This design comes from an exercise in tuning for small area on the open sky130 flow, not from production work. In this exercise RTL edits were held to simulation tests only and were not proved equivalent to the original. Power is estimated from default activity; no workload was simulated.

## top
module top
(
    input clk,
    input rst,
    input [7:0] switch,
    input [3:0] button,
    output [7:0] LEDrow,
    output [7:0] LEDcol
);
clock: 10.0 ns
lec_check: 0
abc_area: 0
abc_clock_period_in_ps: 10000
cap_margin: 20
core_margin: 2
core_utilization: 40
cts_buf_list: sky130_fd_sc_hd__clkbuf_4
cts_cluster_diameter: 50
cts_cluster_size: 10
slew_margin: 20
synth_hierarchical: 1
run.sh (not shown) runs the stock make flow with config.mk's settings and CLKGATE_MAP_FILE= SYNTH_SCRIPT=/design/flow/synth_recipe.tcl, a recipe that flattens the netlist after the stock synthesis.
Next try:
--- a/flow/design.v
+++ b/flow/design.v
@@ -167,40 +167,33 @@
 end
 for (i = 0; i < 8; i = i + 1) begin : g_row
     assign LEDrow[i] = ~(started & (k == ((i + 1) % 8)));
 end
 reg  [63:0] aq;
 wire [63:0] aq_d;
 wire fl  = step & (k == 3'd0);
 wire fln = ~fl;
 for (i = 0; i < 64; i = i + 1) begin : g_aq
-    c_o22ai u (.a1(fl), .a2(aq[(i + 56) % 64]), .b1(fln), .b2(dq[i]), .y(aq_d[i]));
+    c_o22ai u (.a1(fl), .a2(aq[(i + 8) % 64]), .b1(fln), .b2(dq[i]), .y(aq_d[i]));
     always @(posedge clk) aq[i] <= aq_d[i];
 end
-wire [3:0] sm;               
-wire sr = step & rstn & started;
-for (i = 0; i < 4; i = i + 1) begin : g_sm
-    assign sm[i] = sr & (k[1:0] == i);
-end
-wire hold = ~step & rstn;
-wire cz = rstn & (started | ~step);
+wire cs  = step & started & rstn;    
+wire csn = ~cs;
+wire ch  = ~step & rstn;             
+wire chn = step | rst;
 reg  [7:0] cq;
 wire [7:0] cq_d;
 for (i = 0; i < 8; i = i + 1) begin : g_col
-    wire u0y, u1y;
-    c_a222oi u0 (.a1(sm[1]), .a2(aq[8*1 + 7 - i]), .b1(sm[2]), .b2(aq[8*3 + 7 - i]),
-                 .c1(sm[3]), .c2(aq[8*5 + 7 - i]), .y(u0y));
-    c_a22o   u1 (.a1(sm[0]), .a2(aq[8*7 + 7 - i]), .b1(hold), .b2(cq[i]), .y(u1y));
     if (pol(7 - i)) begin : g1
-        c_nand3b u2 (.a_n(u1y), .b(u0y), .c(cz), .y(cq_d[i]));
+        c_o22a u (.a1(csn), .a2(aq[8 + 7 - i]), .b1(chn), .b2(cq[i]), .y(cq_d[i]));
         assign LEDcol[i] = ~cq[i];
     end else begin : g0
-        c_nand2b u2 (.a_n(u1y), .b(u0y), .y(cq_d[i]));
+        c_a22o u (.a1(cs), .a2(aq[8 + 7 - i]), .b1(ch), .b2(cq[i]), .y(cq_d[i]));
         assign LEDcol[i] = cq[i];
     end
     always @(posedge clk) cq[i] <= cq_d[i];
 end
 endmodule
 module c_nor2 (input a, input b, output y);
 assign y = ~(a | b);
 endmodule
 module c_nand2 (input a, input b, output y);
What happened: Total power falls by 0.60%. Routed wire length falls by 8.3%. Final area falls by 2.3%. Clock power stays flat. Worst setup slack is better by 0.11 ns. Clock-buffer cell count is unchanged. Cell count falls by 2.7%. Synthesized cell count falls by 3.1%. Utilization rises by 0.43 points.

========
The RTL this note starts from:
==> flow/design.v <==
module top
(
    input clk,
    input rst,
    input [7:0] switch,
    input [3:0] button,
    output [7:0] LEDrow,
    output [7:0] LEDcol
);
function automatic pol(input integer i);
    pol = (i % 2) == 0;
endfunction
function automatic pl(input integer i);
    pl = pol(i) ^ ((i / 8) % 2);
endfunction
genvar i;
wire rstn = ~rst;
localparam [14:0] D_RST = 15'h7f7e;
reg  [14:0] dn;
wire [14:0] dv, dn_d;
for (i = 0; i < 15; i = i + 1) begin : g_dv
    assign dv[i] = dn[i] ^ pol(i);
end
wire dlow1 = &dv[13:0];
wire tick  = dlow1 & dv[14];
wire dfb   = ~(dv[14] ^ dv[13]) ^ dlow1;
for (i = 0; i < 15; i = i + 1) begin : g_dn
    wire prev = (i == 0) ? dfb : dn[(i == 0) ? 0 : i - 1];
    if (D_RST[i] ^ pol(i)) begin : g1
        c_nand2 u (.a(rstn), .b(prev), .y(dn_d[i]));
    end else begin : g0
        c_nor2 u (.a(rst), .b(prev), .y(dn_d[i]));
    end
    always @(posedge clk) dn[i] <= dn_d[i];
end
wire t1 = tick & rstn;
wire t0 = ~tick & rstn;
reg  [1:0] bf, bs, br1, br2;
wire [1:0] bf_d, bs_d, br1_d;
for (i = 0; i < 2; i = i + 1) begin : g_btn
    c_a22o uf (.a1(t1), .a2(button[i]), .b1(t0), .b2(bf[i]), .y(bf_d[i]));
    c_a22o us (.a1(t1), .a2(bf[i]), .b1(t0), .b2(bs[i]), .y(bs_d[i]));
    c_a32o ur (.a1(t1), .a2(bs[i]), .a3(bf[i]), .b1(t0), .b2(br1[i]), .y(br1_d[i]));
    always @(posedge clk) begin
        bf[i] <= bf_d[i];
        bs[i] <= bs_d[i];
        br1[i] <= br1_d[i];
        br2[i] <= br1[i] & rstn;
    end
end
wire load = br2[0];
reg rise_d;                  
always @(posedge clk) rise_d <= br1[1] & ~br2[1] & rstn;
localparam [63:0] RV_RST = 64'h0123456789ABCDEF;
reg  [63:0] n;
wire [63:0] n_d;
reg rx;
wire [7:0] swn = ~switch;
wire [7:0] swr, swnr;        
for (i = 0; i < 8; i = i + 1) begin : g_sw
    c_nor2 ua (.a(swn[i]), .b(rst), .y(swr[i]));
    c_nor2 ub (.a(switch[i]), .b(rst), .y(swnr[i]));
end
wire ld_a = ~load | rst;
wire ld_b =  load | rst;
wire ld_c =  load & rstn;
wire ld_d = ~load & rstn;
for (i = 0; i < 64; i = i + 1) begin : g_n
    wire y = (i == 0) ? rx : n[(i == 0) ? 0 : i - 1];
    localparam integer PP = (i == 0) ? 0 : pl(i - 1);
    localparam integer R  = RV_RST[i] ^ pl(i);
    if (pl(i) != PP) begin : ginv
        if (R == 0) begin : g0
            c_o22ai u (.a1(ld_a), .a2(pl(i) ? switch[i % 8] : swn[i % 8]),
                       .b1(ld_b), .b2(y), .y(n_d[i]));
        end else begin : g1
            c_o22ai u (.a1(ld_d), .a2(pl(i) ? swr[i % 8] : swnr[i % 8]),
                       .b1(ld_b), .b2(y), .y(n_d[i]));
        end
    end else begin : gbuf
        if (R == 0) begin : g0
            c_a22o u (.a1(ld_c), .a2(pl(i) ? swn[i % 8] : switch[i % 8]),
                      .b1(ld_d), .b2(y), .y(n_d[i]));
        end else begin : g1
            c_o22a u (.a1(ld_a), .a2(pl(i) ? swn[i % 8] : switch[i % 8]),
                      .b1(ld_b), .b2(y), .y(n_d[i]));
        end
    end
    always @(posedge clk) n[i] <= n_d[i];
end
wire rfb = ~((n[63] ^ pl(63)) ^ (n[62] ^ pl(62)) ^ (n[60] ^ pl(60)) ^ (n[59] ^ pl(59)));
wire rx_d;
c_a22o u_rx (.a1(ld_d), .a2(rfb), .b1(ld_c), .b2(rx), .y(rx_d));
always @(posedge clk) rx <= rx_d;
reg [1:0] idx;
reg  [18:0] bn;              
wire [18:0] bv, bn_d;
reg  [6:0]  aq7;             
wire [6:0]  aq7_d;
reg bw, g;
for (i = 0; i < 19; i = i + 1) begin : g_bv
    assign bv[i] = bn[i] ^ pol(i);
end
wire bfb  = ~(bv[18] ^ bv[5]);
wire bend = (bv & 19'h7dfff) == (19'h594b8 & 19'h7dfff);      
wire afb  = ~(aq7[6] ^ aq7[3]);
wire am1   = aq7[0];                                           
wire am5   = aq7[4];                                           
wire am25  = (aq7 & 7'h64) == (7'h6d & 7'h64);                 
wire am100 = (aq7 & 7'h4f) == (7'h50 & 7'h4f);                 
wire fire = (~bw & ((~idx[1] & idx[0] & am5) | (idx[1] & idx[0] & am25) |
                    (idx[1] & ~idx[0] & am100))) |
            (~idx[1] & ~idx[0] & g);
wire arl  = rst | fire;      
wire brl  = arl | bend;      
wire brln = ~brl;
for (i = 0; i < 19; i = i + 1) begin : g_bn
    wire prev = (i == 0) ? bfb : bn[(i == 0) ? 0 : i - 1];
    if (pol(i)) begin : g1
        c_nand2 u (.a(brln), .b(prev), .y(bn_d[i]));
    end else begin : g0
        c_nor2 u (.a(brl), .b(prev), .y(bn_d[i]));
    end
    always @(posedge clk) bn[i] <= bn_d[i];
end
wire a_s = bend & ~arl;      
wire a_h = ~bend & ~arl;     
for (i = 0; i < 7; i = i + 1) begin : g_a
    c_a22o u (.a1(a_s), .a2((i == 0) ? afb : aq7[(i == 0) ? 0 : i - 1]),
              .b1(a_h), .b2(aq7[i]), .y(aq7_d[i]));
    always @(posedge clk) aq7[i] <= aq7_d[i];
end
always @(posedge clk) begin
    bw <= brl;
    if (rst) begin
        idx <= 0; g <= 0;
    end else begin
        if (rise_d) idx <= {idx[0], ~idx[1]};
        g <= ~fire & (g | (am1 & bw));
    end
end
reg  [63:0] dq;
wire [63:0] dq_d;
wire f_a = ~fire | rst;
wire f_b =  fire | rst;
wire f_c =  fire & rstn;
wire f_d = ~fire & rstn;
for (i = 0; i < 64; i = i + 1) begin : g_dq
    if (pl(i)) begin : g1
        c_o22a u (.a1(f_a), .a2(n[i]), .b1(f_b), .b2(dq[i]), .y(dq_d[i]));
    end else begin : g0
        c_a22o u (.a1(f_c), .a2(n[i]), .b1(f_d), .b2(dq[i]), .y(dq_d[i]));
    end
    always @(posedge clk) dq[i] <= dq_d[i];
end
reg  [13:0] rn;
wire [13:0] rcv, rn_d;
for (i = 0; i < 14; i = i + 1) begin : g_rcv
    assign rcv[i] = rn[i] ^ pol(i);
end
wire rfb2 = ~(rcv[13] ^ rcv[0]);
wire step = (rcv & 14'h3ff8) == (14'h0999 & 14'h3ff8);    
wire rrl  = rst | step;
wire rrln = ~rrl;
for (i = 0; i < 14; i = i + 1) begin : g_rn
    wire prev = (i == 0) ? rfb2 : rn[(i == 0) ? 0 : i - 1];
    if (pol(i)) begin : g1
        c_nand2 u (.a(rrln), .b(prev), .y(rn_d[i]));
    end else begin : g0
        c_nor2 u (.a(rrl), .b(prev), .y(rn_d[i]));
    end
    always @(posedge clk) rn[i] <= rn_d[i];
end
reg [2:0] k;
reg started;
always @(posedge clk) begin
    k[0] <= rstn & (k[0] ^ step);
    k[1] <= rstn & (k[1] ^ (step & k[0]));
    k[2] <= rstn & (k[2] ^ (step & k[0] & k[1]));
    started <= rstn & (started | step);
end
for (i = 0; i < 8; i = i + 1) begin : g_row
    assign LEDrow[i] = ~(started & (k == ((i + 1) % 8)));
end
reg  [63:0] aq;
wire [63:0] aq_d;
wire fl  = step & (k == 3'd0);
wire fln = ~fl;
for (i = 0; i < 64; i = i + 1) begin : g_aq
    c_o22ai u (.a1(fl), .a2(aq[(i + 8) % 64]), .b1(fln), .b2(dq[i]), .y(aq_d[i]));
    always @(posedge clk) aq[i] <= aq_d[i];
end
wire cs  = step & started & rstn;    
wire csn = ~cs;
wire ch  = ~step & rstn;             
wire chn = step | rst;
reg  [7:0] cq;
wire [7:0] cq_d;
for (i = 0; i < 8; i = i + 1) begin : g_col
    if (pol(7 - i)) begin : g1
        c_o22a u (.a1(csn), .a2(aq[8 + 7 - i]), .b1(chn), .b2(cq[i]), .y(cq_d[i]));
        assign LEDcol[i] = ~cq[i];
    end else begin : g0
        c_a22o u (.a1(cs), .a2(aq[8 + 7 - i]), .b1(ch), .b2(cq[i]), .y(cq_d[i]));
        assign LEDcol[i] = cq[i];
    end
    always @(posedge clk) cq[i] <= cq_d[i];
end
endmodule
module c_nor2 (input a, input b, output y);
assign y = ~(a | b);
endmodule
module c_nand2 (input a, input b, output y);
assign y = ~(a & b);
endmodule
module c_o22ai (input a1, input a2, input b1, input b2, output y);
assign y = ~((a1 | a2) & (b1 | b2));
endmodule
module c_a22o (input a1, input a2, input b1, input b2, output y);
assign y = (a1 & a2) | (b1 & b2);
endmodule
module c_a32o (input a1, input a2, input a3, input b1, input b2, output y);
assign y = (a1 & a2 & a3) | (b1 & b2);
endmodule
module c_o22a (input a1, input a2, input b1, input b2, output y);
assign y = (a1 | a2) & (b1 | b2);
endmodule
==> flow/config.mk <==
export PLATFORM = sky130hd
export DESIGN_NAME = top
export DESIGN_NICKNAME = top
export VERILOG_FILES = /design/flow/design.v
export SDC_FILE = /design/flow/constraint.sdc
export NUM_CORES = 4
export LEC_CHECK = 0
export ABC_AREA = 0
export ABC_CLOCK_PERIOD_IN_PS = 10000
export CAP_MARGIN = 0
export CORE_MARGIN = 2
export CORE_UTILIZATION = 75
export SLEW_MARGIN = 0
export SYNTH_HIERARCHICAL = 1
==> flow/constraint.sdc <==
create_clock -name core_clock -period 10.0 [get_ports {clk}]
set_input_delay 2.0000 -clock core_clock [delete_from_list [all_inputs] [get_ports {clk}]]
set_output_delay 2.0000 -clock core_clock [all_outputs]
set_load 0.01 [all_outputs]
standard.sh (not shown) runs the stock make flow with config.mk's settings and CLKGATE_MAP_FILE= SYNTH_SCRIPT=/design/flow/synth_recipe.tcl, a recipe that flattens the netlist after the stock synthesis.
==> flow/flow/run.sh <==
#!/bin/bash
# The standard flow (the standard.sh, unchanged synthesis), with these
# layout choices changed:
#  * ports are buffered with buf_1 instead of the default buffer cell;
#  * clock tree: clkbuf_4 buffers, sink clusters of at most 11 flops within
#    50 um, and no dummy load cells.
# standard.sh's full output (make and every tool) goes to standard.log here;
# ORFS keeps each step's own log under orfs/logs/.
set -euo pipefail
bash standard.sh \
  BUFFER_PORTS_ARGS="-buffer_cell sky130_fd_sc_hd__buf_1" \
  CTS_ARGS="-sink_clustering_enable -repair_clock_nets -dont_use_dummy_load -buf_list sky130_fd_sc_hd__clkbuf_4 -sink_clustering_size 11 -sink_clustering_max_diameter 50" \
  finish > standard.log 2>&1
The starting point finished with timing, DRC and antenna clean.
Edit:
--- a/flow/design.v
+++ b/flow/design.v
@@ -14,5 +14,5 @@
     pl = pol(i) ^ ((i / 8) % 2);
 endfunction
-genvar i;
+genvar i, j;
 wire rstn = ~rst;
 localparam [14:0] D_RST = 15'h7f7e;
@@ -214,7 +214,19 @@
 assign y = ~(a & b);
 endmodule
+module c_nand3 (input a, input b, input c, output y);
+assign y = ~(a & b & c);
+endmodule
+module c_nand2b (input a_n, input b, output y);
+assign y = ~(~a_n & b);
+endmodule
+module c_nand3b (input a_n, input b, input c, output y);
+assign y = ~(~a_n & b & c);
+endmodule
 module c_o22ai (input a1, input a2, input b1, input b2, output y);
 assign y = ~((a1 | a2) & (b1 | b2));
 endmodule
+module c_a22oi (input a1, input a2, input b1, input b2, output y);
+assign y = ~((a1 & a2) | (b1 & b2));
+endmodule
 module c_a22o (input a1, input a2, input b1, input b2, output y);
 assign y = (a1 & a2) | (b1 & b2);
@@ -226,2 +238,5 @@
 assign y = (a1 | a2) & (b1 | b2);
 endmodule
+module c_a222oi (input a1, input a2, input b1, input b2, input c1, input c2, output y);
+assign y = ~((a1 & a2) | (b1 & b2) | (c1 & c2));
+endmodule
- clock power barely changes
- register-to-register slack stays flat
- utilization stays the same
- sequential cell count is unchanged
- cell count stays the same
- global-route usage is unchanged

-- re-timing with driven ports --
Ports are ideal in the flow. The routed layouts listed here were re-timed in OpenROAD.
Step 1 sets driving cells, clkbuf_16 on the clock port and buf_2 on the other inputs (assumed; they add their load-dependent delay and slew).
Step 2, shift: input delay + t, output delay - t, t = (earliest + latest rising clock arrival at the registers) / 2. This alone moves slack from input paths to output paths.
a / b / c = no drivers / after step 1 / after step 2; a / b = the first two.
run | t, ns | setup slack, ns | slew at the worst register clock pin (ns)
the first run of note 1 | 0.707 | 5.911 / 5.930 / 5.224 | 0.11 / 0.11
the second run of note 1 | 0.698 | 6.018 / 5.977 / 5.360 | 0.11 / 0.11
the first run of note 2 | 0.647 | 6.131 / 6.144 / 5.496 | 0.11 / 0.11
the second run of note 2 | 0.647 | 6.131 / 6.144 / 5.496 | 0.11 / 0.11
After both steps every run listed still meets setup and hold. The setup slack of the first run of note 1, which loses most, moves by +0.019 ns with the drivers and by -0.687 ns with both steps.
